Context: an optimization exercise on an open-source flow, tuned for small area and a short achievable clock period. The choices shown serve that exercise and are no tape-out recipe.
Where RTL was checked, it was by simulation tests only, not by an equivalence proof against the original.
The RTL of runs 1 to 3 was laid out without a check of its function.
Power is estimated from default activity; no workload was simulated.

==> flow/design.v <==
module alu(a, b, f, x, push, op, s);
  input [15:0] a, b;
  input [4:0] f;
  input [15:0] x;
  input push, op;
  output [15:0] s;
  wire f_add  = (f == 5'b00000);
  wire f_sub  = (f == 5'b00001);
  wire f_mul  = (f == 5'b00010);
  wire f_shl  = (f == 5'b00011);
  wire f_shr  = (f == 5'b00100);
  wire f_band = (f == 5'b00101);
  wire f_bor  = (f == 5'b00110);
  wire f_bxor = (f == 5'b00111);
  wire f_and  = (f == 5'b01000);
  wire f_or   = (f == 5'b01001);
  wire f_eq   = (f == 5'b01010);
  wire f_ne   = (f == 5'b01011);
  wire f_ge   = (f == 5'b01100);
  wire f_le   = (f == 5'b01101);
  wire f_gt   = (f == 5'b01110);
  wire f_lt   = (f == 5'b01111);
  wire f_neg  = (f == 5'b10000);
  wire f_bnot = (f == 5'b10001);
  wire f_not  = (f == 5'b10010);
  wire [15:0] e = ~(b ^ a);
  wire eq = &e;
  wire ge_u;                           
  cmp16 cmp0(.g(b & ~a), .p(e), .c(ge_u));
  wire lt = (b[15] ^ a[15]) ? b[15] : ~ge_u;
  wire anz = |a, bnz = |b;
  wire bit0 = (f_and & anz & bnz) | (f_or & (anz | bnz)) | (f_eq & eq) |
              (f_ne & ~eq) | (f_ge & ~lt) | (f_le & (lt | eq)) |
              (f_gt & ~(lt | eq)) | (f_lt & lt) | (f_not & ~anz);
  wire big = |a[15:4];
  wire [15:0] br;
  genvar i;
  generate for (i = 0; i < 16; i = i + 1) begin : g_rev
    assign br[i] = b[15 - i];
  end endgenerate
  wire [15:0] bs = f_shr ? br : b;
  wire [15:0] sh = bs << a[3:0];
  wire [15:0] shr;
  generate for (i = 0; i < 16; i = i + 1) begin : g_rev2
    assign shr[i] = sh[15 - i];
  end endgenerate
  wire [15:0] nra, nrb;
  mul_rows mul0(.a(a), .b(b), .nra(nra), .nrb(nrb));
  wire opv  = ~push & op;
  wire hold = ~push & ~op;
  wire s_mul = opv & f_mul;
  wire s_b   = opv & (f_add | f_sub);
  wire s_ap  = opv & f_add;
  wire s_an  = opv & (f_sub | f_neg | f_bnot);
  wire s_and = opv & f_band;
  wire s_or  = opv & f_bor;
  wire s_xor = opv & f_bxor;
  wire s_shl = opv & f_shl & ~big;
  wire s_shr = opv & f_shr & ~big;
  wire s_cmp = opv;
  wire ci    = opv & (f_sub | f_neg);
  wire [15:0] lo = ({16{push}} & x) | ({16{hold}} & a) | ({16{s_b}} & b) |
                   ({16{s_and}} & (b & a)) | ({16{s_or}} & (b | a)) |
                   ({16{s_xor}} & ~e) | ({16{s_shl}} & sh) |
                   ({16{s_shr}} & shr) | {15'd0, s_cmp & bit0};
  wire [15:0] u = ({16{s_mul}} & ~nra) | lo;
  wire [15:0] v = ({16{s_mul}} & {~nrb[15:1], 1'b0}) | ({16{s_ap}} & a) | ({16{s_an}} & ~a);
  wire [15:0] p = u ^ v;
  wire [15:0] g = u & v;
  wire [15:0] c;
  prefix16 pre0(.g({g[15:1], g[0] | (p[0] & ci)}), .p(p), .c(c));
  assign s = p ^ {c[14:0], ci};
endmodule
module prefix16(g, p, c);
  input [15:0] g, p;
  output [15:0] c;
  wire [15:0] G0, P0, G1, P1, G2, P2, G3, P3, G4, P4;
  assign G0 = g;
  assign P0 = p;
  genvar i;
  generate
    for (i = 0; i < 16; i = i + 1) begin : g_pre
      if ((i % 2) >= 1) begin : l1
        assign G1[i] = G0[i] | (P0[i] & G0[(i/2)*2 + 0]);
        assign P1[i] = P0[i] & P0[(i/2)*2 + 0];
      end else begin : l1n
        assign G1[i] = G0[i]; assign P1[i] = P0[i];
      end
      if ((i % 4) >= 2) begin : l2
        assign G2[i] = G1[i] | (P1[i] & G1[(i/4)*4 + 1]);
        assign P2[i] = P1[i] & P1[(i/4)*4 + 1];
      end else begin : l2n
        assign G2[i] = G1[i]; assign P2[i] = P1[i];
      end
      if ((i % 8) >= 4) begin : l3
        assign G3[i] = G2[i] | (P2[i] & G2[(i/8)*8 + 3]);
        assign P3[i] = P2[i] & P2[(i/8)*8 + 3];
      end else begin : l3n
        assign G3[i] = G2[i]; assign P3[i] = P2[i];
      end
      if ((i % 16) >= 8) begin : l4
        assign G4[i] = G3[i] | (P3[i] & G3[7]);
        assign P4[i] = P3[i] & P3[7];
      end else begin : l4n
        assign G4[i] = G3[i]; assign P4[i] = P3[i];
      end
      assign c[i] = G4[i];
    end
  endgenerate
endmodule
module cmp16(g, p, c);
  input [15:0] g, p;
  output c;
  wire [15:0] g1 = {g[15:1], g[0] | p[0]};
  wire [7:0] G1, P1;
  wire [3:0] G2, P2;
  wire [1:0] G3, P3;
  genvar i;
  generate
    for (i = 0; i < 8; i = i + 1) begin : l1
      assign G1[i] = g1[2*i+1] | (p[2*i+1] & g1[2*i]);
      assign P1[i] = p[2*i+1] & p[2*i];
    end
    for (i = 0; i < 4; i = i + 1) begin : l2
      assign G2[i] = G1[2*i+1] | (P1[2*i+1] & G1[2*i]);
      assign P2[i] = P1[2*i+1] & P1[2*i];
    end
    for (i = 0; i < 2; i = i + 1) begin : l3
      assign G3[i] = G2[2*i+1] | (P2[2*i+1] & G2[2*i]);
      assign P3[i] = P2[2*i+1] & P2[2*i];
    end
  endgenerate
  assign c = G3[1] | (P3[1] & G3[0]);
endmodule
module mul_rows(a, b, nra, nrb);
  input [15:0] a, b;
  output [15:0] nra, nrb;   
  wire [15:0] npp [0:15];
  genvar gi;
  generate for (gi = 0; gi < 16; gi = gi + 1) begin : g_pp
    assign npp[gi] = ~(b & {16{a[gi]}});
  end endgenerate
  wire s1;
  wire c2;
  wire s3;
  wire c4;
  wire s5;
  wire c6;
  wire x7;
  wire x8;
  wire x9;
  wire x10;
  wire x11;
  wire s12;
  wire c13;
  wire s14;
  wire c15;
  wire s16;
  wire c17;
  wire s18;
  wire c19;
  wire s20;
  wire c21;
  wire s22;
  wire c23;
  wire s24;
  wire c25;
  wire s26;
  wire c27;
  wire s28;
  wire c29;
  wire s30;
  wire c31;
  wire s32;
  wire c33;
  wire s34;
  wire c35;
  wire s36;
  wire c37;
  wire s38;
  wire c39;
  wire s40;
  wire c41;
  wire s42;
  wire c43;
  wire s44;
  wire c45;
  wire s46;
  wire c47;
  wire x48;
  wire x49;
  wire x50;
  wire x51;
  wire x52;
  wire x53;
  wire s54;
  wire c55;
  wire s56;
  wire c57;
  wire s58;
  wire c59;
  wire s60;
  wire c61;
  wire s62;
  wire c63;
  wire s64;
  wire c65;
  wire s66;
  wire c67;
  wire s68;
  wire c69;
  wire s70;
  wire c71;
  wire s72;
  wire c73;
  wire s74;
  wire c75;
  wire s76;
  wire c77;
  wire s78;
  wire c79;
  wire s80;
  wire c81;
  wire s82;
  wire c83;
  wire s84;
  wire c85;
  wire s86;
  wire c87;
  wire s88;
  wire c89;
  wire s90;
  wire c91;
  wire s92;
  wire c93;
  wire s94;
  wire c95;
  wire s96;
  wire c97;
  wire s98;
  wire c99;
  wire s100;
  wire c101;
  wire x102;
  wire x103;
  wire x104;
  wire x105;
  wire x106;
  wire s107;
  wire c108;
  wire s109;
  wire c110;
  wire s111;
  wire c112;
  wire s113;
  wire c114;
  wire s115;
  wire c116;
  wire s117;
  wire c118;
  wire s119;
  wire c120;
  wire s121;
  wire c122;
  wire s123;
  wire c124;
  wire s125;
  wire c126;
  wire s127;
  wire c128;
  wire s129;
  wire c130;
  wire s131;
  wire c132;
  wire s133;
  wire c134;
  wire s135;
  wire c136;
  wire s137;
  wire c138;
  wire s139;
  wire c140;
  wire s141;
  wire c142;
  wire s143;
  wire c144;
  wire s145;
  wire c146;
  wire s147;
  wire c148;
  wire x149;
  wire x150;
  wire x151;
  wire x152;
  wire s153;
  wire c154;
  wire s155;
  wire c156;
  wire s157;
  wire c158;
  wire s159;
  wire c160;
  wire s161;
  wire c162;
  wire s163;
  wire c164;
  wire s165;
  wire c166;
  wire s167;
  wire c168;
  wire s169;
  wire c170;
  wire s171;
  wire c172;
  wire s173;
  wire c174;
  wire s175;
  wire c176;
  wire x177;
  wire x178;
  wire x179;
  wire s180;
  wire c181;
  wire s182;
  wire c183;
  wire s184;
  wire c185;
  wire s186;
  wire c187;
  wire s188;
  wire c189;
  wire s190;
  wire c191;
  wire s192;
  wire c193;
  wire s194;
  wire c195;
  wire s196;
  wire c197;
  wire s198;
  wire c199;
  wire s200;
  wire c201;
  wire s202;
  wire c203;
  wire s204;
  wire c205;
  wire x206;
  wire x207;
  wire x208;
  wire x209;
  nha us1(.a(npp[0][13]), .b(npp[1][12]), .s(s1), .co(c2));
  fa us3(.a(npp[0][14]), .b(npp[1][13]), .c(npp[2][12]), .s(s3), .co(c4));
  nha us5(.a(npp[3][11]), .b(npp[4][10]), .s(s5), .co(c6));
  assign x7 = npp[0][15] ^ npp[1][14];
  assign x8 = npp[2][13] ^ npp[3][12];
  assign x9 = npp[4][11] ^ npp[5][10];
  assign x10 = npp[6][9] ^ npp[7][8];
  assign x11 = npp[8][7] ^ npp[9][6];
  nha us12(.a(npp[0][9]), .b(npp[1][8]), .s(s12), .co(c13));
  fa us14(.a(npp[0][10]), .b(npp[1][9]), .c(npp[2][8]), .s(s14), .co(c15));
  nha us16(.a(npp[3][7]), .b(npp[4][6]), .s(s16), .co(c17));
  fa us18(.a(npp[0][11]), .b(npp[1][10]), .c(npp[2][9]), .s(s18), .co(c19));
  fa us20(.a(npp[3][8]), .b(npp[4][7]), .c(npp[5][6]), .s(s20), .co(c21));
  nha us22(.a(npp[6][5]), .b(npp[7][4]), .s(s22), .co(c23));
  fa us24(.a(npp[0][12]), .b(npp[1][11]), .c(npp[2][10]), .s(s24), .co(c25));
  fa us26(.a(npp[3][9]), .b(npp[4][8]), .c(npp[5][7]), .s(s26), .co(c27));
  fa us28(.a(npp[6][6]), .b(npp[7][5]), .c(npp[8][4]), .s(s28), .co(c29));
  nha us30(.a(npp[9][3]), .b(npp[10][2]), .s(s30), .co(c31));
  fa us32(.a(npp[2][11]), .b(npp[3][10]), .c(npp[4][9]), .s(s32), .co(c33));
  fa us34(.a(npp[5][8]), .b(npp[6][7]), .c(npp[7][6]), .s(s34), .co(c35));
  fa us36(.a(npp[8][5]), .b(npp[9][4]), .c(npp[10][3]), .s(s36), .co(c37));
  fa us38(.a(npp[11][2]), .b(npp[12][1]), .c(npp[13][0]), .s(s38), .co(c39));
  fa us40(.a(npp[5][9]), .b(npp[6][8]), .c(npp[7][7]), .s(s40), .co(c41));
  fa us42(.a(npp[8][6]), .b(npp[9][5]), .c(npp[10][4]), .s(s42), .co(c43));
  fa us44(.a(npp[11][3]), .b(npp[12][2]), .c(npp[13][1]), .s(s44), .co(c45));
  fa us46(.a(npp[14][0]), .b(c2), .c(s3), .s(s46), .co(c47));
  assign x48 = npp[10][5] ^ npp[11][4];
  assign x49 = npp[12][3] ^ npp[13][2];
  assign x50 = npp[14][1] ^ npp[15][0];
  assign x51 = c4 ^ c6;
  assign x52 = x7 ^ x8;
  assign x53 = x9 ^ x10;
  nha us54(.a(npp[0][6]), .b(npp[1][5]), .s(s54), .co(c55));
  fa us56(.a(npp[0][7]), .b(npp[1][6]), .c(npp[2][5]), .s(s56), .co(c57));
  nha us58(.a(npp[3][4]), .b(npp[4][3]), .s(s58), .co(c59));
  fa us60(.a(npp[0][8]), .b(npp[1][7]), .c(npp[2][6]), .s(s60), .co(c61));
  fa us62(.a(npp[3][5]), .b(npp[4][4]), .c(npp[5][3]), .s(s62), .co(c63));
  nha us64(.a(npp[6][2]), .b(npp[7][1]), .s(s64), .co(c65));
  fa us66(.a(npp[2][7]), .b(npp[3][6]), .c(npp[4][5]), .s(s66), .co(c67));
  fa us68(.a(npp[5][4]), .b(npp[6][3]), .c(npp[7][2]), .s(s68), .co(c69));
  fa us70(.a(npp[8][1]), .b(npp[9][0]), .c(s12), .s(s70), .co(c71));
  fa us72(.a(npp[5][5]), .b(npp[6][4]), .c(npp[7][3]), .s(s72), .co(c73));
  fa us74(.a(npp[8][2]), .b(npp[9][1]), .c(npp[10][0]), .s(s74), .co(c75));
  fa us76(.a(c13), .b(s14), .c(s16), .s(s76), .co(c77));
  fa us78(.a(npp[8][3]), .b(npp[9][2]), .c(npp[10][1]), .s(s78), .co(c79));
  fa us80(.a(npp[11][0]), .b(c15), .c(c17), .s(s80), .co(c81));
  fa us82(.a(s18), .b(s20), .c(s22), .s(s82), .co(c83));
  fa us84(.a(npp[11][1]), .b(npp[12][0]), .c(c19), .s(s84), .co(c85));
  fa us86(.a(c21), .b(c23), .c(s24), .s(s86), .co(c87));
  fa us88(.a(s26), .b(s28), .c(s30), .s(s88), .co(c89));
  fa us90(.a(s1), .b(c25), .c(c27), .s(s90), .co(c91));
  fa us92(.a(c29), .b(c31), .c(s32), .s(s92), .co(c93));
  fa us94(.a(s34), .b(s36), .c(s38), .s(s94), .co(c95));
  fa us96(.a(s5), .b(c33), .c(c35), .s(s96), .co(c97));
  fa us98(.a(c37), .b(c39), .c(s40), .s(s98), .co(c99));
  fa us100(.a(s42), .b(s44), .c(s46), .s(s100), .co(c101));
  assign x102 = x11 ^ c41;
  assign x103 = c43 ^ c45;
  assign x104 = c47 ^ x48;
  assign x105 = x49 ^ x50;
  assign x106 = x51 ^ x52;
  nha us107(.a(npp[0][4]), .b(npp[1][3]), .s(s107), .co(c108));
  fa us109(.a(npp[0][5]), .b(npp[1][4]), .c(npp[2][3]), .s(s109), .co(c110));
  nha us111(.a(npp[3][2]), .b(npp[4][1]), .s(s111), .co(c112));
  fa us113(.a(npp[2][4]), .b(npp[3][3]), .c(npp[4][2]), .s(s113), .co(c114));
  fa us115(.a(npp[5][1]), .b(npp[6][0]), .c(s54), .s(s115), .co(c116));
  fa us117(.a(npp[5][2]), .b(npp[6][1]), .c(npp[7][0]), .s(s117), .co(c118));
  fa us119(.a(c55), .b(s56), .c(s58), .s(s119), .co(c120));
  fa us121(.a(npp[8][0]), .b(c57), .c(c59), .s(s121), .co(c122));
  fa us123(.a(s60), .b(s62), .c(s64), .s(s123), .co(c124));
  fa us125(.a(c61), .b(c63), .c(c65), .s(s125), .co(c126));
  fa us127(.a(s66), .b(s68), .c(s70), .s(s127), .co(c128));
  fa us129(.a(c67), .b(c69), .c(c71), .s(s129), .co(c130));
  fa us131(.a(s72), .b(s74), .c(s76), .s(s131), .co(c132));
  fa us133(.a(c73), .b(c75), .c(c77), .s(s133), .co(c134));
  fa us135(.a(s78), .b(s80), .c(s82), .s(s135), .co(c136));
  fa us137(.a(c79), .b(c81), .c(c83), .s(s137), .co(c138));
  fa us139(.a(s84), .b(s86), .c(s88), .s(s139), .co(c140));
  fa us141(.a(c85), .b(c87), .c(c89), .s(s141), .co(c142));
  fa us143(.a(s90), .b(s92), .c(s94), .s(s143), .co(c144));
  fa us145(.a(c91), .b(c93), .c(c95), .s(s145), .co(c146));
  fa us147(.a(s96), .b(s98), .c(s100), .s(s147), .co(c148));
  assign x149 = x53 ^ c97;
  assign x150 = c99 ^ c101;
  assign x151 = x102 ^ x103;
  assign x152 = x104 ^ x105;
  nha us153(.a(npp[0][3]), .b(npp[1][2]), .s(s153), .co(c154));
  fa us155(.a(npp[2][2]), .b(npp[3][1]), .c(npp[4][0]), .s(s155), .co(c156));
  fa us157(.a(npp[5][0]), .b(c108), .c(s109), .s(s157), .co(c158));
  fa us159(.a(c110), .b(c112), .c(s113), .s(s159), .co(c160));
  fa us161(.a(c114), .b(c116), .c(s117), .s(s161), .co(c162));
  fa us163(.a(c118), .b(c120), .c(s121), .s(s163), .co(c164));
  fa us165(.a(c122), .b(c124), .c(s125), .s(s165), .co(c166));
  fa us167(.a(c126), .b(c128), .c(s129), .s(s167), .co(c168));
  fa us169(.a(c130), .b(c132), .c(s133), .s(s169), .co(c170));
  fa us171(.a(c134), .b(c136), .c(s137), .s(s171), .co(c172));
  fa us173(.a(c138), .b(c140), .c(s141), .s(s173), .co(c174));
  fa us175(.a(c142), .b(c144), .c(s145), .s(s175), .co(c176));
  assign x177 = x106 ^ c146;
  assign x178 = c148 ^ x149;
  assign x179 = x150 ^ x151;
  nha us180(.a(npp[0][2]), .b(npp[1][1]), .s(s180), .co(c181));
  fa us182(.a(npp[2][1]), .b(npp[3][0]), .c(s153), .s(s182), .co(c183));
  fa us184(.a(s107), .b(c154), .c(s155), .s(s184), .co(c185));
  fa us186(.a(s111), .b(c156), .c(s157), .s(s186), .co(c187));
  fa us188(.a(s115), .b(c158), .c(s159), .s(s188), .co(c189));
  fa us190(.a(s119), .b(c160), .c(s161), .s(s190), .co(c191));
  fa us192(.a(s123), .b(c162), .c(s163), .s(s192), .co(c193));
  fa us194(.a(s127), .b(c164), .c(s165), .s(s194), .co(c195));
  fa us196(.a(s131), .b(c166), .c(s167), .s(s196), .co(c197));
  fa us198(.a(s135), .b(c168), .c(s169), .s(s198), .co(c199));
  fa us200(.a(s139), .b(c170), .c(s171), .s(s200), .co(c201));
  fa us202(.a(s143), .b(c172), .c(s173), .s(s202), .co(c203));
  fa us204(.a(s147), .b(c174), .c(s175), .s(s204), .co(c205));
  assign x206 = x152 ^ c176;
  assign x207 = x177 ^ x178;
  assign x208 = x179 ^ c205;
  assign x209 = x206 ^ x207;
  assign nra = {~x208, c203, c201, c199, c197, c195, c193, c191, c189, c187, c185, c183, c181, npp[2][0], npp[0][1], npp[0][0]};
  assign nrb = {x209, s204, s202, s200, s198, s196, s194, s192, s190, s188, s186, s184, s182, s180, npp[1][0], 1'b1};
endmodule
module fa(a, b, c, s, co);
  input a, b, c;
  output s, co;
  assign s = a ^ b ^ c;
  assign co = (a & b) | (a & c) | (b & c);
endmodule
module nha(a, b, s, co);
  input a, b;
  output s, co;
  assign s = ~(a ^ b);
  assign co = a | b;
endmodule
module stack(clk, push, pop, d, qtop, qnext);
  parameter N=16;
  input clk, push, pop;
  input [N-1:0] d;
  output [N-1:0] qtop, qnext;
  reg [N-1:0] q[0:3];
  wire [N-1:0] n1, n2, n3;
  assign qtop=q[0];
  assign qnext=q[1];
  wire dn = push;             
  wire up = pop & ~push;      
  wire hd = ~push & ~pop;     
  sel3 #(N) m1(.s0(dn), .s1(up), .s2(hd), .a(q[0]), .b(q[2]), .c(q[1]), .y(n1));
  sel3 #(N) m2(.s0(dn), .s1(up), .s2(hd), .a(q[1]), .b(q[3]), .c(q[2]), .y(n2));
  sel2 #(N) m3(.s0(dn), .s1(hd), .a(q[2]), .b(q[3]), .y(n3));
  always @(posedge clk)
    begin
      q[0] <= d;
      q[1] <= n1;
      q[2] <= n2;
      q[3] <= n3;
    end
endmodule
module sel3(s0, s1, s2, a, b, c, y);
  parameter N=16;
  input s0, s1, s2;
  input [N-1:0] a, b, c;
  output [N-1:0] y;
  assign y = ({N{s0}} & a) | ({N{s1}} & b) | ({N{s2}} & c);
endmodule
module sel2(s0, s1, a, b, y);
  parameter N=16;
  input s0, s1;
  input [N-1:0] a, b;
  output [N-1:0] y;
  assign y = ({N{s0}} & a) | ({N{s1}} & b);
endmodule
module opstack(clk, num, op, x, qtop);
  input clk, num, op;
  input [15:0] x;
  output [15:0] qtop;
  wire [15:0] qnext, d;
  wire push, pop;
  alu alu0(.a(qtop), .b(qnext), .f(x[4:0]), .x(x), .push(num), .op(op), .s(d));
  stack stack0(clk, push, pop, d, qtop, qnext);
  assign push=num;
  assign pop=op&~x[4];
endmodule
==> flow/constraint.sdc <==
create_clock -name core_clock -period 7.0 [get_ports {clk}]
set_input_delay 1.4000 -clock core_clock [delete_from_list [all_inputs] [get_ports {clk}]]
set_output_delay 1.4000 -clock core_clock [all_outputs]
set_load 0.01 [all_outputs]
==> flow/config.mk <==
export PLATFORM = sky130hd
export DESIGN_NAME = opstack
export DESIGN_NICKNAME = opstack
export VERILOG_FILES = /design/flow/design.v
export SDC_FILE = /design/flow/constraint.sdc
export NUM_CORES = 4
export LEC_CHECK = 0
export CAP_MARGIN = 20
export CORE_MARGIN = 2
export CORE_UTILIZATION = 40
export SETUP_SLACK_MARGIN = 2.5
export SLEW_MARGIN = 20
export SYNTH_HIERARCHICAL = 1
==> flow/run.sh <==
#!/bin/bash
# synth_recipe.tcl (not shown) runs the flow's synth.tcl, then flattens the netlist and writes it again
# the make line also repeats each setting of config.mk as NAME=value (left out here)
make -C /OpenROAD-flow-scripts/flow DESIGN_CONFIG=/design/flow/config.mk WORK_HOME=/design/flow/orfs CLKGATE_MAP_FILE= SYNTH_SCRIPT=/design/flow/synth_recipe.tcl finish
==> summary.md, run 1 <==
| Metric | Value |
|---|---|
| Status | finished clean |
| DP HPWL | approximately 22000 um |
| Hold Startpoint | stack0.q[3][14]$_DFF_P_ |
| # Max-Cap Violations | 0 |
| Wire per inst | about 23 um |
| Most flops, register | stack0.q |
| Max FFs per register | 64 |
| Syn_area_per_cell | between 8 and 9 sq um |
| Leak Pwr | 4.357 nW |
| Mapped cell area | between 8000 and 9000 sq um |
| Required @ worst endpoint | between 7 and 8 ns |
| Pin count of the biggest net entering global routing | 62 |
| Grt total ovfl | 0 |
| CTS Buf Count | 9 |
| Clk buf depth | 2 |
| Startpoint types | input port |
| WHS Endpoint | stack0.q[2][14]$_DFF_P_ |
| Ports | 35 |
| Final cell count without fillers | approximately 1400 |
| Setup TNS | 0 ns |
| Cells after Synth | 1060 |
| CTS clk-pin slew, worst paths | approximately 0.06 ns |
| Vias | approximately 8500 |
| Final max-slew violation count | 0 |
| Initial Util | 0.4070 |
| Syn_nets | between 1000 and 1500 |
| Clk Latency, worst-skew pair | 0.34 ns |
| Chip height | roughly 150 um |
| Crit Path Category | in -> reg |
| Antenna cells | 0 |
| Crit-path max FO | 24 |
| Commonest non-fill, non-tap cells in the layout | 210 x nand2_1, 133 x inv_1, 83 x buf_4 |
| CTS H-tree depth | 3 |
| Worst-margin pin slew | roughly 1.0 ns |
| Hold Crit Depth | 2 |
| Post-CTS Hold Buffers | 0 |
| I/O Buffers | 34 |
| Worst Reg2Reg Path Length in Cells | 15 |
| Global-route wire length before repair | about 50000 um |
| Vias per cell | around 6.1 |
| Post-route minimum period | around 4.7 ns |
| Hold Vio Cnt, Final | 0 |
| Worst min-delay path category | reg -> reg |
| Die area | 23410 sq um |
| P&R area growth vs syn | 17.33% |
| CP Data Arrival Time | approximately 5 ns |
| GRT Util Overall | 0.2784 |
| Final core occ | 0.4775 |
| Slew HR | 0.2986 |
| Clk sinks | 64 |
| Cells after DPL | around 1300 |
| RSZ-0062 raised after global routing | yes |
| Antenna violations before repair | 0 |
| Layout Skew | roughly 0.0065 ns |
| Final net count | about 1300 |
| DRT Wirelength | approximately 33000 um |
| Die Width | 153.0 um |
| IR drop worst, VDD | roughly 0.13 mV |
| DRT Pass-1 Iters | 8 |
| Top Registers | stack0.q: 64 flops |
| Crit share post-route | 0.6783 |
| R2R Path Start | stack0.q[0][0]$_DFF_P_ |
| PwrDens | between 200 and 250 nW/um^2 |
| # rows | between 50 and 60 |
| DRC Markers | 0 |
| DR iter-0 viols | 1204 |
| R2R Setup Slk | around 2.4 ns |
| Number of synthesis warnings | 10 |
| DRT antenna net count | 0 |
| CTS tree | yes |
| Layout cells sized above 1 | 0.1890 |
| Root Driver | clkbuf_16 |
| Count of final setup violators | 0 |
| Most common cell after layout, fill and taps aside | nand2_1 |
| Reg-to-Reg End | stack0.q[0][15]$_DFF_P_ |
| Routability Congestion | between 1 and 1.5 |
| Peak Freq | between 200 and 250 MHz |
| Worst setup EP type | flip-flop |
| Vias in the first global route | 8189 |
| Core area | roughly 22000 sq um |
worst max-delay path by stage:
stage          start                       to
3_3_place_gp    x[1]  stack0.q[0][13]$_DFF_P_
2_1_floorplan   x[1]  stack0.q[0][13]$_DFF_P_
3_5_place_dp    x[1]  stack0.q[0][13]$_DFF_P_
5_1_grt         x[3]  stack0.q[0][13]$_DFF_P_
6_report        x[0]  stack0.q[0][13]$_DFF_P_
4_1_cts         x[3]  stack0.q[0][13]$_DFF_P_
routing by layer:
metal  up-vias  share of wire  global-route usage
met5         -              0                   0
met4         0          0.043              0.1138
met3        93           0.10             0.07031
met2       482           0.44              0.4126
met1      4135           0.42              0.3877
li1       3742              -                   -
cell type report:
cell class / count / area, sq um
Multi-Input combinational cell: 762 / 6676
Clock buffer: 10 / 239.0
Inverter: 138 / 530.5
Clock inverter: 6 / 43.79
Sequential cell: 64 / 1351
Timing Repair Buffer: 131 / 1230
Tap cell: 280 / 350.3
Fill cell: 2122 / 11400
critical path: stages:
cell and delay (ns):
clkdlybuf4s15_2 0.25, buf_12 0.19, nor2_2 0.16, nand3b_4 0.17, mux4_2 0.55, nand2_1 0.09
o21ai_0 0.13, o2bb2ai_1 0.21, a221o_1 0.40, ha_1 0.35, a21oi_1 0.16, o21ai_0 0.10
a41o_4 0.27, a21oi_4 0.19, inv_2 0.05, a21o_1 0.16, xor2_1 0.13
report_power, final:
group / internal, mW / switching, mW
Combinational: 0.542 / 0.672
Sequential: 0.430 / 0.133
Clock: 0.251 / 0.187
Total: 1.22 / 0.992
what timing repair did:
item / in CTS / in global routing
pin swaps: 8 / 12
gates cloned: 3 / 0
gates resized for setup: 84 / 29
setup buffers: 41 / 16
hold endpoints to repair: 0 / 0
endpoints found under the setup margin: 16 / 12
stage by stage:
step | total power, mW | setup slack (ns) | instance area (sq um) | hold slack [ns]
2_1_floorplan | 1.424 | 2.232 | 8897 | 0.4374
3_3_place_gp | 1.630 | 0.9780 | 9308 | 0.4475
3_5_place_dp | 1.640 | 0.9799 | 9308 | 0.4560
4_1_cts | 2.160 | 2.288 | 10180 | 0.4689
5_1_grt | 2.367 | 2.113 | 10420 | 0.4930
6_report | 2.214 | 2.252 | 10420 | 0.4654
==> inputs of run 2 (changes only) <==
--- a/flow/design.v
+++ b/flow/design.v
@@ -24,8 +24,10 @@
   wire f_bnot = (f == 5'b10001);
   wire f_not  = (f == 5'b10010);
-  wire [15:0] e = ~(b ^ a);
+  wire [15:0] e, ba, bo, bna;
+  eqv16 eqv0(.a(a), .b(b), .e(e));
+  lgc16 lgc0(.a(a), .b(b), .ba(ba), .bo(bo), .bna(bna));
   wire eq = &e;
   wire ge_u;                           
-  cmp16 cmp0(.g(b & ~a), .p(e), .c(ge_u));
+  cmp16 cmp0(.g(bna), .p(e), .c(ge_u));
   wire lt = (b[15] ^ a[15]) ? b[15] : ~ge_u;
   wire anz = |a, bnz = |b;
@@ -61,9 +63,27 @@
   wire ci    = opv & (f_sub | f_neg);
   wire [15:0] lo = ({16{push}} & x) | ({16{hold}} & a) | ({16{s_b}} & b) |
-                   ({16{s_and}} & (b & a)) | ({16{s_or}} & (b | a)) |
+                   ({16{s_and}} & ba) | ({16{s_or}} & bo) |
                    ({16{s_xor}} & ~e) | ({16{s_shl}} & sh) |
                    ({16{s_shr}} & shr) | {15'd0, s_cmp & bit0};
   wire [15:0] u = ({16{s_mul}} & ~nra) | lo;
   wire [15:0] v = ({16{s_mul}} & {~nrb[15:1], 1'b0}) | ({16{s_ap}} & a) | ({16{s_an}} & ~a);
+  add16 add0(.u(u), .v(v), .ci(ci), .s(s));
+endmodule
+module eqv16(a, b, e);
+  input [15:0] a, b;
+  output [15:0] e;
+  assign e = ~(b ^ a);
+endmodule
+module lgc16(a, b, ba, bo, bna);
+  input [15:0] a, b;
+  output [15:0] ba, bo, bna;
+  assign ba = b & a;
+  assign bo = b | a;
+  assign bna = b & ~a;
+endmodule
+module add16(u, v, ci, s);
+  input [15:0] u, v;
+  input ci;
+  output [15:0] s;
   wire [15:0] p = u ^ v;
   wire [15:0] g = u & v;
--- a/flow/config.mk
+++ b/flow/config.mk
@@ -9,4 +9,5 @@
 export CORE_MARGIN = 2
 export CORE_UTILIZATION = 40
+export CTS_BUF_LIST = sky130_fd_sc_hd__clkbuf_4 sky130_fd_sc_hd__clkbuf_8
 export SETUP_SLACK_MARGIN = 2.5
 export SLEW_MARGIN = 20
==> run 2 against run 1 <==
Net effect:
- still clean on timing, DRC and antenna
- first-iteration DRC count is 2.8% lower
- total power decreased by 5.7%
- design area shrank 5.4%
- clock power down 19%
- non-clock buffer count down 27
- synthesized area down 2.2%
- worst hold slack improved by 0.014 ns
- critical path type unchanged
- critical endpoint unchanged
==> summary.md, run 2 <==
| Metric | Value |
|---|---|
| GRT Util Overall | 0.2753 (was 0.2784) |
| Number of synthesis warnings | 10 (unchanged) |
| R2R Setup Slk | 2.34 ns (was 2.39 ns) |
| Commonest non-fill, non-tap cells in the layout | 198 x nand2_1, 92 x inv_1, 77 x fa_1 (was 210 x nand2_1, 133 x inv_1, 83 x buf_4) |
| R2R Path Start | stack0.q[0][2]$_DFF_P_ (was stack0.q[0][0]$_DFF_P_) |
| Clk buf depth | 2 (unchanged) |
| Hold Crit Depth | 1 (was 2) |
| Crit-path max FO | 3 (was 24) |
| Global-route wire length before repair | 47420 um (was 49850 um) |
| Max FFs per register | 64 (unchanged) |
| Die Width | 151.4 um (was 153.0 um) |
| P&R area growth vs syn | 13.50% (was 17.33%) |
| Chip height | 151.4 um (was 153.0 um) |
| DR iter-0 viols | 1170 (was 1204) |
| Clk Latency, worst-skew pair | 0.38 ns (was 0.34 ns) |
| Startpoint types | input port (unchanged) |
| CP Data Arrival Time | 5.01 ns (was 4.98 ns) |
| DRT antenna net count | 0 (unchanged) |
| Worst min-delay path category | reg -> reg (unchanged) |
| Syn_nets | 1176 (was 1234) |
| Required @ worst endpoint | 7.26 ns (was 7.23 ns) |
| Worst slack at placement | 1.020 ns (was 0.9799 ns) |
| Die area | 22910 sq um (was 23410 sq um) |
| Clk sinks | 64 (unchanged) |
| RSZ-0062 raised after global routing | yes (unchanged) |
| Cells after DPL | 1299 (was 1315) |
| Layout cells sized above 1 | 0.1715 (was 0.1890) |
| Antenna cells | 0 (unchanged) |
| Reg-to-Reg End | stack0.q[0][15]$_DFF_P_ (unchanged) |
| Most flops, register | stack0.q (unchanged) |
| Worst-margin pin slew | 1.030 ns (was 1.050 ns) |
| # Max-Cap Violations | 0 (unchanged) |
| CTS Buf Count | 9 (unchanged) |
| Worst Reg2Reg Path Length in Cells | 17 (was 15) |
| Root Driver | clkbuf_8 (was clkbuf_16) |
| Crit Path Category | in -> reg (unchanged) |
| Post-route minimum period | 4.750 ns (was 4.748 ns) |
| Syn_area_per_cell | 8.273 sq um (was 8.379 sq um) |
| Routability Congestion | 0.9720 (was 1.000) |
| I/O Buffers | 34 (unchanged) |
| Mapped cell area | 8687 sq um (was 8882 sq um) |
| CTS tree | yes (unchanged) |
| Count of final setup violators | 0 (unchanged) |
| Core area | 21150 sq um (was 21820 sq um) |
| Vias per cell | 6.234 (was 6.076) |
| DP HPWL | 21700 um (was 22420 um) |
| Post-CTS Hold Buffers | 0 (unchanged) |
| Final max-slew violation count | 0 (unchanged) |
| Initial Util | 0.4107 (was 0.4070) |
| CTS clk-pin slew, worst paths | 0.09 ns (was 0.06 ns) |
| Wire per inst | 22.84 um (was 23.43 um) |
| Slew HR | 0.3118 (was 0.2986) |
| IR drop worst, VDD | 0.1285 mV (was 0.1256 mV) |
| Hold Vio Cnt, Final | 0 (unchanged) |
| Peak Freq | 210.5 MHz (was 210.6 MHz) |
| CTS H-tree depth | 3 (unchanged) |
| DRC Markers | 0 (unchanged) |
| Worst setup EP type | flip-flop (unchanged) |
| WHS Endpoint | stack0.q[3][1]$_DFF_P_ (was stack0.q[2][14]$_DFF_P_) |
| Layout Skew | 0.01762 ns (was 0.006517 ns) |
| Vias in the first global route | 8045 (was 8189) |
| Final cell count without fillers | 1348 (was 1391) |
| Leak Pwr | 3.813 nW (was 4.357 nW) |
| Vias | 8403 (was 8452) |
| Setup ws final | 2.250 ns (was 2.252 ns) |
| Final net count | 1194 (was 1280) |
| Antenna violations before repair | 0 (unchanged) |
| DRT Pass-1 Iters | 7 (was 8) |
| Top Registers | stack0.q: 64 flops (unchanged) |
| PwrDens | 211.7 nW/um^2 (was 212.4 nW/um^2) |
| DRT Wirelength | 30780 um (was 32600 um) |
| # rows | 53 (was 54) |
| Status | finished clean (unchanged) |
| Most common cell after layout, fill and taps aside | nand2_1 (unchanged) |
| Crit share post-route | 0.6786 (was 0.6783) |
| Grt total ovfl | 0 (unchanged) |
| Pin count of the biggest net entering global routing | 59 (was 62) |
| Hold Startpoint | stack0.q[3][1]$_DFF_P_ (was stack0.q[3][14]$_DFF_P_) |
| Cells after Synth | 1050 (was 1060) |
| Setup TNS | 0 ns (unchanged) |
| Ports | 35 (unchanged) |
==> run 2: worst max path at each step <==
| stage | cells past startpoint | startpoint | endpoint |
|---|---|---|---|
| 3_5_place_dp | 15 | x[4] | stack0.q[0][13]$_DFF_P_ |
| 3_3_place_gp | 15 | x[4] | stack0.q[0][13]$_DFF_P_ |
| 5_1_grt | 16 | x[3] | stack0.q[0][13]$_DFF_P_ |
| 2_1_floorplan | 15 | x[4] | stack0.q[0][13]$_DFF_P_ |
| 6_report | 16 | x[0] | stack0.q[0][13]$_DFF_P_ |
| 4_1_cts | 16 | x[0] | stack0.q[0][13]$_DFF_P_ |
==> run 2: metal layers <==
layer / global-route usage / vias to the layer above / wire length [um]
met5: 0 / - / 0
met4: 0.07804 / 0 / 878
met3: 0.05452 / 78 / 2969
met2: 0.4260 / 458 / 13900
met1: 0.3900 / 4144 / 13040
li1: - / 3723 / -
==> run 2: final cells by class <==
class                           instances  area (sq um)
Tap cell                              275         344.1
Sequential cell                        64          1346
Inverter                               94         356.6
Clock inverter                          7         77.57
Clock buffer                            9         123.9
Timing Repair Buffer                  104         950.9
Multi-Input combinational cell        795          6660
Fill cell                            2080         11290
==> run 2: what timing repair did <==
item                                    CTS  global route
pin swaps                                15             6
endpoints found under the hold margin     0             0
setup buffers                            25             8
endpoints found under the setup margin   14            12
gates resized for setup                  92            20
==> run 2: metrics by stage <==
stage                     utilization  hold slack, ns  power (mW)  cell area [sq um]
after floorplan                     -          0.4374       1.421               8698
after global placement         0.4299          0.4506       1.642               9094
after detailed placement       0.4299          0.4561       1.642               9094
after CTS                      0.4591          0.4793       2.037               9712
after global routing           0.4661          0.4901       2.217               9859
final                          0.4661          0.4791       2.087               9859
==> run 2: critical path, cell delays in order <==
cell and delay (ns):
buf_6 0.09, buf_6 0.10, or4b_4 0.60, nor2_8 0.14, mux4_2 0.50, mux2_4 0.29, a32oi_2 0.20, nand4bb_1 0.17
fa_2 0.37, a21o_1 0.18, a22o_1 0.26, a41o_4 0.23, a21oi_4 0.15, inv_2 0.05, a21o_1 0.16, xor2_1 0.14
==> run 2: report_power, final <==
| group | switching, mW | internal, mW |
|---|---|---|
| sequential | 0.119 | 0.428 |
| clock | 0.185 | 0.168 |
| combinational | 0.666 | 0.521 |
| total | 0.970 | 1.12 |
==> inputs of run 3 (changes only) <==
--- a/flow/config.mk
+++ b/flow/config.mk
@@ -9,6 +9,5 @@
 export CORE_MARGIN = 2
 export CORE_UTILIZATION = 40
-export CTS_BUF_LIST = sky130_fd_sc_hd__clkbuf_4 sky130_fd_sc_hd__clkbuf_8
-export SETUP_SLACK_MARGIN = 2.5
+export SETUP_SLACK_MARGIN = 3.5
 export SLEW_MARGIN = 20
 export SYNTH_HIERARCHICAL = 1
==> run 3 against run 2 <==
Net effect:
- still clean on timing, DRC and antenna
- global-route usage is 0.95 points higher
- design area is 4.7% higher
- utilization is 2.2 points higher
- non-clock buffer count is 26 higher
- worst hold slack worse by 0.010 ns
- fmax is 0.63% higher
- critical path depth is 1 higher
- total power is 9.1% higher
- wire length is 4.1% higher
- sequential power is 0.9% lower
- register-to-register slack worse by 0.02 ns
- critical endpoint unchanged
- highest routed layer unchanged
==> summary.md, run 3 <==
| Metric | Value |
|---|---|
| Status | finished clean (unchanged) |
| DRT antenna net count | 0 (unchanged) |
| Wire per inst | 23.31 um (was 22.84 um) |
| Most common cell after layout, fill and taps aside | nand2_1 (unchanged) |
| DRC Markers | 0 (unchanged) |
| Worst-margin pin slew | 1.023 ns (was 1.030 ns) |
| Mapped cell area | 8687 sq um (unchanged) |
| Crit share post-route | 0.6744 (was 0.6786) |
| DRT Wirelength | 32030 um (was 30780 um) |
| CTS tree | yes (unchanged) |
| Syn_nets | 1176 (unchanged) |
| Antenna violations before repair | 0 (unchanged) |
| Crit-path max FO | 6 (was 3) |
| R2R Path Start | stack0.q[1][12]$_DFF_P_ (was stack0.q[0][2]$_DFF_P_) |
| Clk buf depth | 2 (unchanged) |
| Final net count | 1220 (was 1194) |
| # Max-Cap Violations | 0 (unchanged) |
| RSZ-0062 raised after global routing | yes (unchanged) |
| PwrDens | 220.5 nW/um^2 (was 211.7 nW/um^2) |
| Grt total ovfl | 0 (unchanged) |
| P&R area growth vs syn | 18.81% (was 13.50%) |
| R2R Setup Slk | 2.32 ns (was 2.34 ns) |
| CTS H-tree depth | 3 (unchanged) |
| Pin count of the biggest net entering global routing | 61 (was 59) |
| DR iter-0 viols | 1129 (was 1170) |
| Max FFs per register | 64 (unchanged) |
| Crit Path Category | in -> reg (unchanged) |
| Final max-slew violation count | 0 (unchanged) |
| Syn_area_per_cell | 8.273 sq um (unchanged) |
| Hold Startpoint | stack0.q[3][14]$_DFF_P_ (was stack0.q[3][1]$_DFF_P_) |
| Most flops, register | stack0.q (unchanged) |
| Clk sinks | 64 (unchanged) |
| Ports | 35 (unchanged) |
| WHS Endpoint | stack0.q[2][14]$_DFF_P_ (was stack0.q[3][1]$_DFF_P_) |
| Die area | 22910 sq um (unchanged) |
| Die Width | 151.4 um (unchanged) |
| Routability Congestion | 0.9928 (was 0.9720) |
| CTS Buf Count | 9 (unchanged) |
| DRT Pass-1 Iters | 7 (unchanged) |
| Antenna cells | 0 (unchanged) |
| Worst setup EP type | flip-flop (unchanged) |
| CP Data Arrival Time | 4.96 ns (was 5.01 ns) |
| Core area | 21150 sq um (unchanged) |
| Layout Skew | 0.006576 ns (was 0.01762 ns) |
| Root Driver | clkbuf_16 (was clkbuf_8) |
| Setup TNS | 0 ns (unchanged) |
| CTS clk-pin slew, worst paths | 0.06 ns (was 0.09 ns) |
| Hold Vio Cnt, Final | 0 (unchanged) |
| Leak Pwr | 4.052 nW (was 3.813 nW) |
| Startpoint types | input port (unchanged) |
| Hold Crit Depth | 2 (was 1) |
| Peak Freq | 211.8 MHz (was 210.5 MHz) |
| Vias per cell | 6.161 (was 6.234) |
| Layout cells sized above 1 | 0.1975 (was 0.1715) |
| Vias | 8465 (was 8403) |
| I/O Buffers | 34 (unchanged) |
| Commonest non-fill, non-tap cells in the layout | 198 x nand2_1, 92 x inv_1, 78 x fa_1 (was 198 x nand2_1, 92 x inv_1, 77 x fa_1) |
| DP HPWL | 21750 um (was 21700 um) |
| Reg-to-Reg End | stack0.q[0][15]$_DFF_P_ (unchanged) |
| Worst Reg2Reg Path Length in Cells | 15 (was 17) |
| Worst min-delay path category | reg -> reg (unchanged) |
| Required @ worst endpoint | 7.24 ns (was 7.26 ns) |
| Top Registers | stack0.q: 64 flops (unchanged) |
| GRT Util Overall | 0.2848 (was 0.2753) |
| Clk Latency, worst-skew pair | 0.35 ns (was 0.38 ns) |
| Vias in the first global route | 8114 (was 8045) |
| # rows | 53 (unchanged) |
| Final core occ | 0.4879 (was 0.4661) |
| Slew HR | 0.3167 (was 0.3118) |
| Chip height | 151.4 um (unchanged) |
| Count of final setup violators | 0 (unchanged) |
| Post-route minimum period | 4.721 ns (was 4.750 ns) |
| Initial Util | 0.4107 (unchanged) |
| Cells after Synth | 1050 (unchanged) |
| Global-route wire length before repair | 48910 um (was 47420 um) |
| Number of synthesis warnings | 10 (unchanged) |
| IR drop worst, VDD | 0.1956 mV (was 0.1285 mV) |
==> run 3: cell types whose count changed in the layout (fill, tap and decap cells not counted), moves of 3 or more <==
cell	previous run	this run
buf_4	57	73
clkbuf_8	9	0
buf_6	11	16
clkbuf_16	0	10
dfxtp_2	7	10
==> run 3: power by group <==
part	switching, mW	internal, mW	leakage, nW
combinational	0.686	0.539	3.35
sequential	0.112	0.429	0.542
clock	0.194	0.316	0.157
==> run 3: stage by stage <==
| step | power, mW | cells | area (sq um) | worst slack, ns | hold slack, ns |
|---|---|---|---|---|---|
| global placement | 1.632 | 1297 | 9079 | 1.064 | 0.4486 |
| global route | 2.420 | 1374 | 10320 | 2.151 | 0.4852 |
| detailed placement | 1.640 | 1297 | 9079 | 1.013 | 0.4571 |
| finish | 2.276 | 1374 | 10320 | 2.279 | 0.4690 |
| CTS | 2.192 | 1347 | 9910 | 2.230 | 0.4733 |
| floorplan | 1.421 | 1050 | 8698 | 2.109 | 0.4374 |
==> run 3: how the worst max path moves through the flow <==
stage,start,to,cells past startpoint,slack [ns]
after floorplan,x[4],stack0.q[0][13]$_DFF_P_,15,2.11
after global routing,stack0.q[1][2]$_DFF_P_,stack0.q[0][15]$_DFF_P_,18,2.15
final,x[4],stack0.q[0][13]$_DFF_P_,17,2.28
after global placement,x[0],stack0.q[0][13]$_DFF_P_,15,1.06
after CTS,x[4],stack0.q[0][13]$_DFF_P_,16,2.23
after detailed placement,x[0],stack0.q[0][13]$_DFF_P_,15,1.01
==> run 3: per-layer routing <==
layer  vias up  track usage  share of wire
li1       3772            -              -
met1      4142       0.4026           0.42
met2       469       0.4346           0.44
met3        82      0.06295           0.10
met4         0      0.08551          0.033
met5         -            0              0
==> run 3: what timing repair did <==
action                                 4_1_cts  5_1_grt
endpoints found under the hold margin        0        0
hold buffers                                 0        0
gates cloned                                 1        1
pin swaps                                   26       26
gates resized for setup                     83       51
setup endpoints to repair                   17       16
buffers inserted                            33       26
==> run 3: critical path: stages <==
cell      delay, ns
buf_6          0.10
buf_6          0.11
or4b_4         0.54
buf_8          0.18
a211oi_4       0.25
o21ai_2        0.13
and2_0         0.15
mux4_2         0.53
o21ai_4        0.20
ha_4           0.23
and3_4         0.14
a22o_1         0.25
a41o_4         0.23
a21oi_4        0.17
inv_2          0.06
a21o_1         0.16
xor2_1         0.13
==> run 3: final cells by class <==
| class | instances | area (sq um) |
|---|---|---|
| clock buffers | 9 | 225.2 |
| clock inverters | 7 | 102.6 |
| fillers | 2026 | 10830 |
| inverters | 94 | 356.6 |
| multi-input cells | 795 | 6720 |
| flip-flops and latches | 64 | 1343 |
| well taps | 275 | 344.1 |
| repair buffers | 130 | 1230 |
==> inputs of run 4 (changes only) <==
--- a/flow/design.v
+++ b/flow/design.v
@@ -41,5 +41,5 @@
     assign br[i] = b[15 - i];
   end endgenerate
-  wire [15:0] bs = f_shr ? br : b;
+  wire [15:0] bs = f[2] ? br : b;
   wire [15:0] sh = bs << a[3:0];
   wire [15:0] shr;
@@ -66,8 +66,16 @@
                    ({16{s_xor}} & ~e) | ({16{s_shl}} & sh) |
                    ({16{s_shr}} & shr) | {15'd0, s_cmp & bit0};
-  wire [15:0] u = ({16{s_mul}} & ~nra) | lo;
-  wire [15:0] v = ({16{s_mul}} & {~nrb[15:1], 1'b0}) | ({16{s_ap}} & a) | ({16{s_an}} & ~a);
+  wire [15:0] vo = ({16{s_ap}} & a) | ({16{s_an}} & ~a);
+  wire [15:0] u, v;
+  rowsel rsu(.s(s_mul), .n(nra), .o(lo), .y(u));
+  rowsel rsv(.s(s_mul), .n({nrb[15:1], 1'b1}), .o(vo), .y(v));
   add16 add0(.u(u), .v(v), .ci(ci), .s(s));
 endmodule
+module rowsel(s, n, o, y);
+  input s;
+  input [15:0] n, o;
+  output [15:0] y;
+  assign y = ({16{s}} & ~n) | o;
+endmodule
 module eqv16(a, b, e);
   input [15:0] a, b;
--- a/flow/config.mk
+++ b/flow/config.mk
@@ -9,5 +9,6 @@
 export CORE_MARGIN = 2
 export CORE_UTILIZATION = 40
-export SETUP_SLACK_MARGIN = 3.5
+export CTS_BUF_LIST = sky130_fd_sc_hd__clkbuf_4 sky130_fd_sc_hd__clkbuf_8
+export SETUP_SLACK_MARGIN = 2.5
 export SLEW_MARGIN = 20
 export SYNTH_HIERARCHICAL = 1
==> run 4 against run 3 <==
Net effect:
- wire length is 15% lower
- sequential share of layout area is 0.63 points higher
- synthesized area decreased by 0.22%
- largest power group unchanged
- fmax rose by 5.7%
- total power decreased by 7.4%
- clock skew is 0.00093 ns lower
- critical path type unchanged
==> summary.md, run 4 <==
| Metric | Value |
|---|---|
| Status | finished clean (unchanged) |
| Hold Crit Depth | 1 (was 2) |
| WHS Endpoint | stack0.q[3][13]$_DFF_P_ (was stack0.q[2][14]$_DFF_P_) |
| CP delay by family, top | simple AND/OR/NAND/NOR gates (was compound AO/OA/AOI/OAI gates) |
| Pin count of the biggest net entering global routing | 68 (was 61) |
| # rows | 53 (unchanged) |
| CP most frequent cell | buf_4 (was buf_6) |
| Cells after DPL | 1274 (was 1297) |
| Top Registers | stack0.q: 64 flops (unchanged) |
| Antenna violations before repair | 0 (unchanged) |
| Most common cell after layout, fill and taps aside | nand2_1 (unchanged) |
| Syn_area_per_cell | 8.408 sq um (was 8.273 sq um) |
| Die area | 22860 sq um (was 22910 sq um) |
| CTS tree | yes (unchanged) |
| Die Width | 151.2 um (was 151.4 um) |
| Peak Freq | 223.9 MHz (was 211.8 MHz) |
| CP Data Arrival Time | 4.71 ns (was 4.96 ns) |
| Chip height | 151.2 um (was 151.4 um) |
| P&R area growth vs syn | 14.20% (was 18.81%) |
| RSZ-0062 raised after global routing | yes (unchanged) |
| CTS Buf Count | 9 (unchanged) |
| R2R Path Start | stack0.q[1][14]$_DFF_P_ (was stack0.q[1][12]$_DFF_P_) |
| Global-route wire length before repair | 41790 um (was 48910 um) |
| Crit share post-route | 0.6380 (was 0.6744) |
| Grt total ovfl | 0 (unchanged) |
| Count of final setup violators | 0 (unchanged) |
| Required @ worst endpoint | 7.24 ns (about the same) |
| Max stage delay on crit path | 0.56 ns (was 0.54 ns) |
| CTS clk-pin slew, worst paths | 0.07 ns (was 0.06 ns) |
| Crit-path max FO | 10 (was 6) |
| Number of synthesis warnings | 10 (unchanged) |
| Wire per inst | 20.55 um (was 23.31 um) |
| Worst-margin pin slew | 1.031 ns (was 1.023 ns) |
| Hold Startpoint | stack0.q[3][13]$_DFF_P_ (was stack0.q[3][14]$_DFF_P_) |
| Fillers | 2047 (was 2026) |
| Slew HR | 0.3109 (was 0.3167) |
| Startpoint types | input port (unchanged) |
| Final net count | 1174 (was 1220) |
| Layout Skew | 0.005642 ns (was 0.006576 ns) |
| Syn_nets | 1157 (was 1176) |
| DP HPWL | 17970 um (was 21750 um) |
| Worst min-delay path category | reg -> reg (unchanged) |
| Core area | 21150 sq um (unchanged) |
| Worst Reg2Reg Path Length in Cells | 13 (was 15) |
| Ports | 35 (unchanged) |
| R2R Setup Slk | 2.68 ns (was 2.32 ns) |
| Antenna cells | 0 (unchanged) |
| Slowest-stage cell, CP | or4b_4 (unchanged) |
| Reg-to-Reg End | stack0.q[0][15]$_DFF_P_ (unchanged) |
| Worst Path Buf+Inv | 5 (was 4) |
| Most flops, register | stack0.q (unchanged) |
| DRT antenna net count | 0 (unchanged) |
| Setup TNS | 0 ns (unchanged) |
| I/O Buffers | 34 (unchanged) |
| Max FFs per register | 64 (unchanged) |
| Initial Util | 0.4098 (was 0.4107) |
| Mapped cell area | 8668 sq um (was 8687 sq um) |
| Clk sinks | 64 (unchanged) |
| Hold Vio Cnt, Final | 0 (unchanged) |
| Clk Latency, worst-skew pair | 0.36 ns (was 0.35 ns) |
| DRC Markers | 0 (unchanged) |
| Post-route minimum period | 4.466 ns (was 4.721 ns) |
| Final cell count without fillers | 1328 (was 1374) |
| Crit Path Category | in -> reg (unchanged) |
| Commonest non-fill, non-tap cells in the layout | 174 x nand2_1, 118 x inv_1, 78 x fa_1 (was 198 x nand2_1, 92 x inv_1, 78 x fa_1) |
| Vias in the first global route | 7538 (was 8114) |
| GRT Util Overall | 0.2377 (was 0.2848) |
| Cells after Synth | 1031 (was 1050) |
| DR iter-0 viols | 892 (was 1129) |
| Routability Congestion | 0.9922 (was 0.9928) |
| Setup ws final | 2.534 ns (was 2.279 ns) |
| DRT Pass-1 Iters | 8 (was 7) |
| Worst setup EP type | flip-flop (unchanged) |
| PwrDens | 213.0 nW/um^2 (was 220.5 nW/um^2) |
| IR drop worst, VDD | 0.1850 mV (was 0.1956 mV) |
| Worst slack at placement | 0.9830 ns (was 1.013 ns) |
| DRT Wirelength | 27300 um (was 32030 um) |
| Layout cells sized above 1 | 0.1918 (was 0.1975) |
| Post-CTS Hold Buffers | 0 (unchanged) |
| Vias | 7766 (was 8465) |
| # Max-Cap Violations | 0 (unchanged) |
| CTS H-tree depth | 3 (unchanged) |
| Clk buf depth | 2 (unchanged) |
| CP cell instances | buf_16 -> buf_8 -> or4b_4 -> buf_4 -> buf_4 -> nor2_1 -> o21ai_0 -> buf_4 -> o21ai_0 -> a21o_2 -> ha_1 -> and3_1 -> a22o_1 -> or2_1 -> a21o_1 -> a21o_1 -> xor2_1 (was buf_6 -> buf_6 -> or4b_4 -> buf_8 -> a211oi_4 -> o21ai_2 -> and2_0 -> mux4_2 -> o21ai_4 -> ha_4 -> and3_4 -> a22o_1 -> a41o_4 -> a21oi_4 -> inv_2 -> a21o_1 -> xor2_1) |
| Vias per cell | 5.848 (was 6.161) |
| Final max-slew violation count | 0 (unchanged) |
| Leak Pwr | 4.208 nW (was 4.052 nW) |
| Root Driver | clkbuf_8 (was clkbuf_16) |
[run 4: power by group]
part           internal [mW]  leakage [nW]  switching [mW]
clock network          0.200         0.106           0.162
logic                  0.544          3.56           0.650
registers              0.429         0.543           0.123
[run 4: worst max path at each step]
stage                                 startpoint                       to  slack (ns)  cells past startpoint
after floorplan                             x[2]  stack0.q[0][13]$_DFF_P_        2.50                     16
after global placement                      x[2]  stack0.q[0][13]$_DFF_P_        1.11                     16
after detailed placement                    x[2]  stack0.q[0][13]$_DFF_P_        0.98                     17
after CTS                 stack0.q[1][9]$_DFF_P_  stack0.q[0][14]$_DFF_P_        2.50                     14
after global routing                        x[2]   stack0.q[0][7]$_DFF_P_        2.41                     17
final                                       x[2]   stack0.q[0][7]$_DFF_P_        2.53                     17
[run 4: layer usage]
| layer | vias to the layer above | part of all wire | global-route usage |
|---|---|---|---|
| met1 | 3798 | 0.43 | 0.3325 |
| met5 | - | 0 | 0 |
| met4 | 0 | 0.024 | 0.08224 |
| met2 | 362 | 0.46 | 0.3692 |
| li1 | 3548 | - | - |
| met3 | 58 | 0.086 | 0.04307 |
[run 4: per-stage QoR]
stage / power [mW] / hold slack (ns) / cell area, sq um / utilization
4_1_cts: 2.021 / 0.4681 / 9320 / 0.4406
5_1_grt: 2.278 / 0.4858 / 9899 / 0.4680
3_5_place_dp: 1.630 / 0.4504 / 8966 / 0.4238
3_3_place_gp: 1.621 / 0.4435 / 8966 / 0.4238
2_1_floorplan: 1.474 / 0.4374 / 8708 / -
6_report: 2.108 / 0.4736 / 9899 / 0.4680
[run 4: layout make-up]
cell class / instances / area, sq um / share of cell area
timing repair buffer: 99 / 984.7 / 0.09947
sequential: 64 / 1350 / 0.1364
tap: 275 / 344.1 / 0.03476
inverter: 121 / 454.2 / 0.04588
multi-input combinational: 753 / 6549 / 0.6615
clock inverter: 7 / 93.84 / 0.009479
clock buffer: 9 / 123.9 / 0.01251
[run 4: timing repair]
action / 4_1_cts / 5_1_grt
gates cloned: 0 / 1
hold endpoints to repair: 0 / 0
pin swaps: 0 / 16
buffers inserted: 4 / 33
setup endpoints to repair: 15 / 9
resized for setup: 60 / 87
==> inputs of run 5 (changes only) <==
==> flow/flow/run.sh (new file) <==
#!/bin/bash
# Standard layout, with port buffers of the smallest buffer cell.
set -e
export BUFFER_PORTS_ARGS="-buffer_cell sky130_fd_sc_hd__buf_1"
bash standard.sh > standard.log 2>&1
==> flow/standard.sh (new file) <==
#!/bin/bash
# synth_recipe.tcl (not shown) runs the flow's synth.tcl, then flattens the netlist and writes it again
# the make line also repeats each setting of config.mk as NAME=value (left out here)
make -C /OpenROAD-flow-scripts/flow DESIGN_CONFIG=/design/flow/config.mk WORK_HOME=/design/flow/orfs CLKGATE_MAP_FILE= SYNTH_SCRIPT=/design/flow/synth_recipe.tcl "${@:-finish}"
removed: flow/run.sh
==> run 5 against run 4 <==
Net effect:
- global-route usage decreased by 0.29 points
- sequential power increased by 2%
- wire length decreased by 4.4%
- setup slack got worse by 0.026 ns
==> summary.md, run 5 <==
| Metric | Value |
|---|---|
| Grt total ovfl | 0 (unchanged) |
| Crit path launch | num (was x[2]) |
| Pin count of the biggest net entering global routing | 49 (was 68) |
| Worst setup EP type | flip-flop (unchanged) |
| Global-route wire length before repair | 41360 um (was 41790 um) |
| Final net count | 1162 (was 1174) |
| Most common cell after layout, fill and taps aside | nand2_1 (unchanged) |
| Worst setup endpoint | stack0.q[0][13]$_DFF_P_ (was stack0.q[0][7]$_DFF_P_) |
| Root Driver | clkbuf_8 (unchanged) |
| Leak Pwr | 4.030 nW (was 4.208 nW) |
| RSZ-0062 raised after global routing | yes (unchanged) |
| Final core occ | 0.4460 (was 0.4680) |
| Worst slack at placement | 1.364 ns (was 0.9830 ns) |
| Vias in the first global route | 7356 (was 7538) |
| Worst Reg2Reg Path Length in Cells | 15 (was 13) |
| Die Width | 151.2 um (unchanged) |
| Routability Congestion | 0.9457 (was 0.9922) |
| Commonest non-fill, non-tap cells in the layout | 173 x nand2_1, 118 x inv_1, 78 x fa_1 (was 174 x nand2_1, 118 x inv_1, 78 x fa_1) |
| DRC Markers | 0 (unchanged) |
| Crit Path Category | in -> reg (unchanged) |
| Reg-to-Reg End | stack0.q[0][15]$_DFF_P_ (unchanged) |
| Crit share post-route | 0.6417 (was 0.6380) |
| CP Data Arrival Time | 4.74 ns (was 4.71 ns) |
| Slew HR | 0.3164 (was 0.3109) |
| DRT Wirelength | 26110 um (was 27300 um) |
| CTS tree | yes (unchanged) |
| Cells after DPL | 1273 (was 1274) |
| Layout Skew | 0.009968 ns (was 0.005642 ns) |
| Fin Hold WS | 0.4752 ns (was 0.4736 ns) |
| Worst-margin pin slew | 1.023 ns (was 1.031 ns) |
| Most flops, register | stack0.q (unchanged) |
| Cells after Synth | 1031 (unchanged) |
| Syn_nets | 1157 (unchanged) |
| Clk sinks | 64 (unchanged) |
| Layout cells sized above 1 | 0.1595 (was 0.1918) |
| I/O Buffers | 34 (unchanged) |
| DRT antenna net count | 0 (unchanged) |
| Status | finished clean (unchanged) |
| CTS H-tree depth | 3 (unchanged) |
| Syn_area_per_cell | 8.408 sq um (unchanged) |
| Setup ws final | 2.508 ns (was 2.534 ns) |
| # Max-Cap Violations | 0 (unchanged) |
| PwrDens | 211.0 nW/um^2 (was 213.0 nW/um^2) |
| P&R area growth vs syn | 8.848% (was 14.20%) |
| Crit-path max FO | 7 (was 10) |
| DR iter-0 viols | 808 (was 892) |
| Clk buf depth | 2 (unchanged) |
| Final max-slew violation count | 0 (unchanged) |
| Hold Vio Cnt, Final | 0 (unchanged) |
| Top Registers | stack0.q: 64 flops (unchanged) |
| Placed cell areas | 8752 sq um (was 8966 sq um) |
| Required @ worst endpoint | 7.25 ns (was 7.24 ns) |
| R2R Setup Slk | 2.58 ns (was 2.68 ns) |
| Chip height | 151.2 um (unchanged) |
| IR drop worst, VDD | 0.1446 mV (was 0.1850 mV) |
| Post-route minimum period | 4.492 ns (was 4.466 ns) |
| Vias | 7653 (was 7766) |
| Startpoint types | input port (unchanged) |
| Setup TNS | 0 ns (unchanged) |
| Wire per inst | 19.84 um (was 20.55 um) |
| DRT Pass-1 Iters | 10 (was 8) |
| Clk Latency, worst-skew pair | 0.36 ns (about the same) |
| Fillers | 2072 (was 2047) |
| Total power | 1.991 mW (was 2.108 mW) |
| Mapped cell area | 8668 sq um (unchanged) |
| Post-CTS Hold Buffers | 0 (unchanged) |
| Worst min-delay path category | reg -> reg (unchanged) |
| Antenna violations before repair | 0 (unchanged) |
| CTS clk-pin slew, worst paths | 0.08 ns (was 0.07 ns) |
| # rows | 53 (unchanged) |
| Antenna cells | 0 (unchanged) |
| Die area | 22860 sq um (unchanged) |
| Number of synthesis warnings | 10 (unchanged) |
| Vias per cell | 5.815 (was 5.848) |
| Count of final setup violators | 0 (unchanged) |
| Final cell count without fillers | 1316 (was 1328) |
| Core area | 21150 sq um (unchanged) |
| GRT Util Overall | 0.2348 (was 0.2377) |
| CTS Buf Count | 9 (unchanged) |
| Ports | 35 (unchanged) |
| DP HPWL | 17680 um (was 17970 um) |
| Max FFs per register | 64 (unchanged) |
| Final Cell Area | 9435 sq um (was 9899 sq um) |
| R2R Path Start | stack0.q[1][1]$_DFF_P_ (was stack0.q[1][14]$_DFF_P_) |
| Initial Util | 0.4098 (unchanged) |
| Peak Freq | 222.6 MHz (was 223.9 MHz) |
run 5: power breakdown:
| group | switching [mW] | leakage (nW) | internal (mW) | total [mW] |
|---|---|---|---|---|
| clock | 0.168 | 0.0925 | 0.167 | 0.335 |
| sequential | 0.134 | 0.541 | 0.428 | 0.562 |
| combinational | 0.607 | 3.40 | 0.487 | 1.09 |
| total | 0.909 | 4.03 | 1.08 | 1.99 |
run 5: how the worst min path moves through the flow:
stage          slack, ns               startpoint  cells after the start                 endpoint
2_1_floorplan       0.44  stack0.q[3][14]$_DFF_P_                      2  stack0.q[2][14]$_DFF_P_
3_3_place_gp        0.45  stack0.q[3][13]$_DFF_P_                      1  stack0.q[3][13]$_DFF_P_
3_5_place_dp        0.46  stack0.q[3][12]$_DFF_P_                      1  stack0.q[3][12]$_DFF_P_
4_1_cts             0.48  stack0.q[3][12]$_DFF_P_                      1  stack0.q[3][12]$_DFF_P_
5_1_grt             0.49  stack0.q[3][11]$_DFF_P_                      1  stack0.q[3][11]$_DFF_P_
6_report            0.48   stack0.q[3][4]$_DFF_P_                      1   stack0.q[3][4]$_DFF_P_
run 5: worst max-delay path, cell delays in order:
cell and delay, ns:
buf_2 0.18, or4b_4 0.59, buf_4 0.17, buf_4 0.15
or4_4 0.60, o221ai_1 0.27, a21o_1 0.13, ha_1 0.26
a21o_1 0.19, a21oi_1 0.18, o21bai_1 0.13, a21oi_4 0.15
inv_2 0.06, a21o_1 0.16, xor2_1 0.13
run 5: final cells by class:
type | count | area [sq um] | share of cell area
Tap cell | 275 | 344.1 | 0.03647
Multi-Input combinational cell | 753 | 6427 | 0.6812
Timing Repair Buffer | 87 | 671.9 | 0.07121
Inverter | 121 | 454.2 | 0.04814
Sequential cell | 64 | 1335 | 0.1415
Clock inverter | 7 | 78.83 | 0.008354
Clock buffer | 9 | 123.9 | 0.01313
run 5: per-layer routing:
metal  up-vias  share of wire  GRT usage
met4         0          0.018    0.06308
li1       3539              -          -
met3        31          0.082    0.03705
met5         -              0          0
met2       305           0.46     0.3749
met1      3778           0.44     0.3308
run 5: timing repair:
| action | in CTS | in global routing |
|---|---|---|
| setup endpoints to repair | 13 | 9 |
| resized for setup | 45 | 34 |
| setup buffers | 7 | 18 |
| pin swaps | 1 | 11 |
| cloned | 1 | 1 |

-- what the ideal ports hide --
The results above use ideal ports. As a check the final layouts listed here were re-extracted and re-timed, cells and wires unchanged.
Step 1 sets driving cells, clkbuf_16 on the clock port and buf_2 on the other inputs (assumed; they add their load-dependent delay and slew).
Step 2 adds t to the input delays and takes it off the output delays; t is the mean of the earliest and latest rising clock arrival at the registers after step 1. Input paths then give back, and output paths get back, about the clock's delay inside the block.
Slacks: no drivers / after step 1 / after step 2; pairs: no drivers / after step 1.
| run | t (ns) | setup slack, ns | clock arrival spread, ns |
|---|---|---|---|
| run 1 | 0.390 | 2.252 / 2.277 / 1.887 | 0.007 / 0.007 |
| run 2 | 0.406 | 2.250 / 2.252 / 1.846 | 0.018 / 0.018 |
| run 3 | 0.390 | 2.279 / 2.274 / 1.884 | 0.008 / 0.008 |
| run 4 | 0.392 | 2.534 / 2.491 / 2.099 | 0.007 / 0.006 |
| run 5 | 0.392 | 2.508 / 2.487 / 2.095 | 0.010 / 0.010 |
After both steps every run listed still meets setup and hold. For run 4, which loses most, drivers alone change the setup slack by -0.043 ns; drivers and shift together by -0.435 ns.
